What follows belongs to an exercise in optimizing a design on an open flow for small area and a short achievable clock period; a production flow would make more cautious choices. Only simulation tests tie the RTL to the original design; equivalence was not proved. Power figures rest on the tool's default switching activity, not on a simulated workload.

Setup of run A:
==> flow/design.v (excerpt) <==
module FIR_Top(input clk, input [7:0] Xin, H0, H1, H2, output reg [15:0] Yout);
  reg [15:0] Q1;
  reg [15:0] Q2;
  wire a1 = ~(Xin[0] & H2[0]);
  wire a2 = ~(Xin[0] & H2[1]);
  wire a3 = ~(Xin[0] & H2[2]);
  wire a4 = ~(Xin[0] & H2[3]);
  wire a5 = ~(Xin[0] & H2[4]);
  wire a6 = ~(Xin[0] & H2[5]);
  wire a7 = ~(Xin[0] & H2[6]);
  wire a8 = ~(Xin[0] & H2[7]);
  wire a9 = ~(Xin[1] & H2[0]);
  wire a10 = ~(Xin[1] & H2[1]);
  wire a11 = ~(Xin[1] & H2[2]);
  wire a12 = ~(Xin[1] & H2[3]);
  wire a13 = ~(Xin[1] & H2[4]);
  wire a14 = ~(Xin[1] & H2[5]);
  wire a15 = ~(Xin[1] & H2[6]);
  wire a16 = ~(Xin[1] & H2[7]);
  wire a17 = ~(Xin[2] & H2[0]);
  wire a18 = ~(Xin[2] & H2[1]);
  wire a19 = ~(Xin[2] & H2[2]);
  wire a20 = ~(Xin[2] & H2[3]);
  wire a21 = ~(Xin[2] & H2[4]);
  wire a22 = ~(Xin[2] & H2[5]);
  wire a23 = ~(Xin[2] & H2[6]);
  wire a24 = ~(Xin[2] & H2[7]);
  wire a25 = ~(Xin[3] & H2[0]);
  wire a26 = ~(Xin[3] & H2[1]);
  wire a27 = ~(Xin[3] & H2[2]);
  wire a28 = ~(Xin[3] & H2[3]);
  wire a29 = ~(Xin[3] & H2[4]);
  wire a30 = ~(Xin[3] & H2[5]);
  wire a31 = ~(Xin[3] & H2[6]);
  wire a32 = ~(Xin[3] & H2[7]);
  wire a33 = ~(Xin[4] & H2[0]);
  wire a34 = ~(Xin[4] & H2[1]);
  wire a35 = ~(Xin[4] & H2[2]);
  wire a36 = ~(Xin[4] & H2[3]);
  wire a37 = ~(Xin[4] & H2[4]);
  wire a38 = ~(Xin[4] & H2[5]);
  wire a39 = ~(Xin[4] & H2[6]);
  ...
Size: roughly 710 cells after synthesis, about 48 flip-flops, about 49 I/O pins, ~0.0065 mm^2 of cells after synthesis.
clock: 9.5 ns
lec_check: 0
abc_clock_period_in_ps: 1500
cap_margin: 20
core_margin: 2
core_utilization: 60
setup_slack_margin: 4.2
slew_margin: 20
synth_hierarchical: 1
synth_minimum_keep_size: 0
tns_end_percent: 0
standard.sh (not shown) runs the stock make flow with config.mk's settings and CLKGATE_MAP_FILE= SYNTH_SCRIPT=/design/flow/synth_recipe.tcl, a recipe that flattens the netlist after the stock synthesis.
==> flow/flow/run.sh <==
#!/bin/bash
# Own flow: the standard layout (standard.sh, unchanged synthesis and steps),
# with the port buffers that global placement inserts made as the smallest
# plain buffer instead of the default; repair then upsizes them where timing needs it.
set -euo pipefail
export BUFFER_PORTS_ARGS="-buffer_cell sky130_fd_sc_hd__buf_1"
bash standard.sh > standard_make.log 2>&1
> inputs changed (run A -> run B)
# run A
export LEC_CHECK = 0
export ABC_CLOCK_PERIOD_IN_PS = 1500
export CAP_MARGIN = 20
export CORE_MARGIN = 2
export CORE_UTILIZATION = 60
export SETUP_SLACK_MARGIN = 4.2
export SLEW_MARGIN = 20
export SYNTH_HIERARCHICAL = 1
export SYNTH_MINIMUM_KEEP_SIZE = 0
export TNS_END_PERCENT = 0
create_clock -name core_clock -period 9.5 [get_ports {clk}]
# run B
export LEC_CHECK = 0
export CAP_MARGIN = 20
export CORE_MARGIN = 2
export CORE_UTILIZATION = 75
export SETUP_SLACK_MARGIN = 4.2
export SLEW_MARGIN = 20
export SYNTH_HIERARCHICAL = 1
export SYNTH_MINIMUM_KEEP_SIZE = 0
export TNS_END_PERCENT = 0
create_clock -name core_clock -period 9.5 [get_ports {clk}]
## What came out
Die area on run B is ahead of run A.
Clock slew at the register clock pins of the worst setup and hold paths across run A and run B: no real change.
Diff run A -> run B: area of the mapped netlist saw little to no change; total clock network power saw an increase; clock latency reported for the late side of the worst-skew pair saw little to no change; fraction of area in registers saw little to no change.
Compare run A and run B | arrival time reported for the critical path endpoint lower: run A
Number of stages on the worst setup path (higher): run B
Total power (run B vs. run A) increases by a few percent
Wire length ended up about 3.7% higher on run B than on run A.
--- input diff run B..run C ---
# run B
export LEC_CHECK = 0
export CAP_MARGIN = 20
export CORE_MARGIN = 2
export CORE_UTILIZATION = 75
export SETUP_SLACK_MARGIN = 4.2
export SLEW_MARGIN = 20
export SYNTH_HIERARCHICAL = 1
export SYNTH_MINIMUM_KEEP_SIZE = 0
export TNS_END_PERCENT = 0
create_clock -name core_clock -period 9.5 [get_ports {clk}]
# run C
export LEC_CHECK = 0
export CAP_MARGIN = 20
export CORE_MARGIN = 2
export CORE_UTILIZATION = 60
export SETUP_SLACK_MARGIN = 4.2
export SLEW_MARGIN = 20
export SYNTH_HIERARCHICAL = 1
export SYNTH_MINIMUM_KEEP_SIZE = 0
export TNS_END_PERCENT = 0
create_clock -name core_clock -period 9.5 [get_ports {clk}]
==> flow/flow/run.sh <==
#!/bin/bash
# Own flow: the standard layout (standard.sh: unchanged synthesis and steps) with
#  - the port buffers that global placement inserts made as the smallest plain buffer
#    (repair upsizes them where timing needs it), and
#  - ORFS's power-recovery pass after global routing (RECOVER_POWER), which downsizes
#    gates on paths that keep positive slack.
set -euo pipefail
export BUFFER_PORTS_ARGS="-buffer_cell sky130_fd_sc_hd__buf_1"
export RECOVER_POWER=100
bash standard.sh > standard_make.log 2>&1
Notes after the runs:
- Diff run B and run C: global-route usage lower in run C
- Post-route worst setup slack ended up 780 ps lower on run C than on run B.
- Total power per unit cell area is lower on run C
- Worst ir drop on vdd delta (run C − run B): favourable
- Run C went all the way through the flow, and no timing, DRC or antenna check failed.
- Inserted tap cell count ended up 30% higher on run C than on run B.
- Run B and run C ended up with roughly the same leakage power.
- Note that the total design power recorded for run C amounts to 0.924 times the value seen in run B.
The following lists how run D was set up differently from run C:
# run C
export LEC_CHECK = 0
export CAP_MARGIN = 20
export CORE_MARGIN = 2
export CORE_UTILIZATION = 60
export SETUP_SLACK_MARGIN = 4.2
export SLEW_MARGIN = 20
export SYNTH_HIERARCHICAL = 1
export SYNTH_MINIMUM_KEEP_SIZE = 0
export TNS_END_PERCENT = 0
create_clock -name core_clock -period 9.5 [get_ports {clk}]
# run D
export LEC_CHECK = 0
export CAP_MARGIN = 20
export CORE_MARGIN = 2
export CORE_UTILIZATION = 60
export SETUP_SLACK_MARGIN = 3.8
export SLEW_MARGIN = 20
export SYNTH_HIERARCHICAL = 1
export SYNTH_MINIMUM_KEEP_SIZE = 0
export TNS_END_PERCENT = 0
create_clock -name core_clock -period 9.5 [get_ports {clk}]
==> flow/flow/run.sh <==
#!/bin/bash
# Own flow: the standard layout (standard.sh, unchanged synthesis and steps),
# with the port buffers that global placement inserts made as the smallest
# plain buffer instead of the default; repair then upsizes them where timing needs it.
set -euo pipefail
export BUFFER_PORTS_ARGS="-buffer_cell sky130_fd_sc_hd__buf_1"
bash standard.sh > standard_make.log 2>&1
Results
Run D vs. run C: clock power held steady; total power held steady; combinational logic power held steady.
On via-per-instance ratio, run D tracks run C almost exactly.
On final cell count, run C tracks run D almost exactly.
Sequential cell count came out exactly the same in run C and run D.
The maximum clock frequency of run D is higher than that of run C.
When run D is set beside run C, its longest individual stage delay on the worst path turns out to be 360 ps smaller.

## separate check: timing with driven ports
In the flow no input, the clock included, has a driving cell. The finished layouts below were timed again as built, in two steps.
Step 1: set_driving_cell puts a clkbuf_16 on clk and a buf_2 on each other input, an assumption about the parent block.
Step 2 times the ports against the registers' clock, not the clock port: input delays grow and output delays shrink by t, the midpoint of the rising clock arrivals with the driver on.
a / b / c = ideal ports / drivers / drivers and shift; a / b = the first two.
run | t, ns | setup slack, ns | slew at the worst register clock pin (ns)
run A | 0.346 | 4.351 / 4.363 / 4.017 | 0.09 / 0.09
run B | 0.340 | 4.300 / 4.307 / 3.967 | 0.10 / 0.10
run C | 0.350 | 3.524 / 3.530 / 3.180 | 0.10 / 0.10
run D | 0.348 | 4.107 / 4.120 / 3.772 | 0.10 / 0.10
After both steps every run listed still meets setup and hold. The setup slack of run C, which loses most, moves by +0.006 ns with the drivers and by -0.344 ns with both steps.
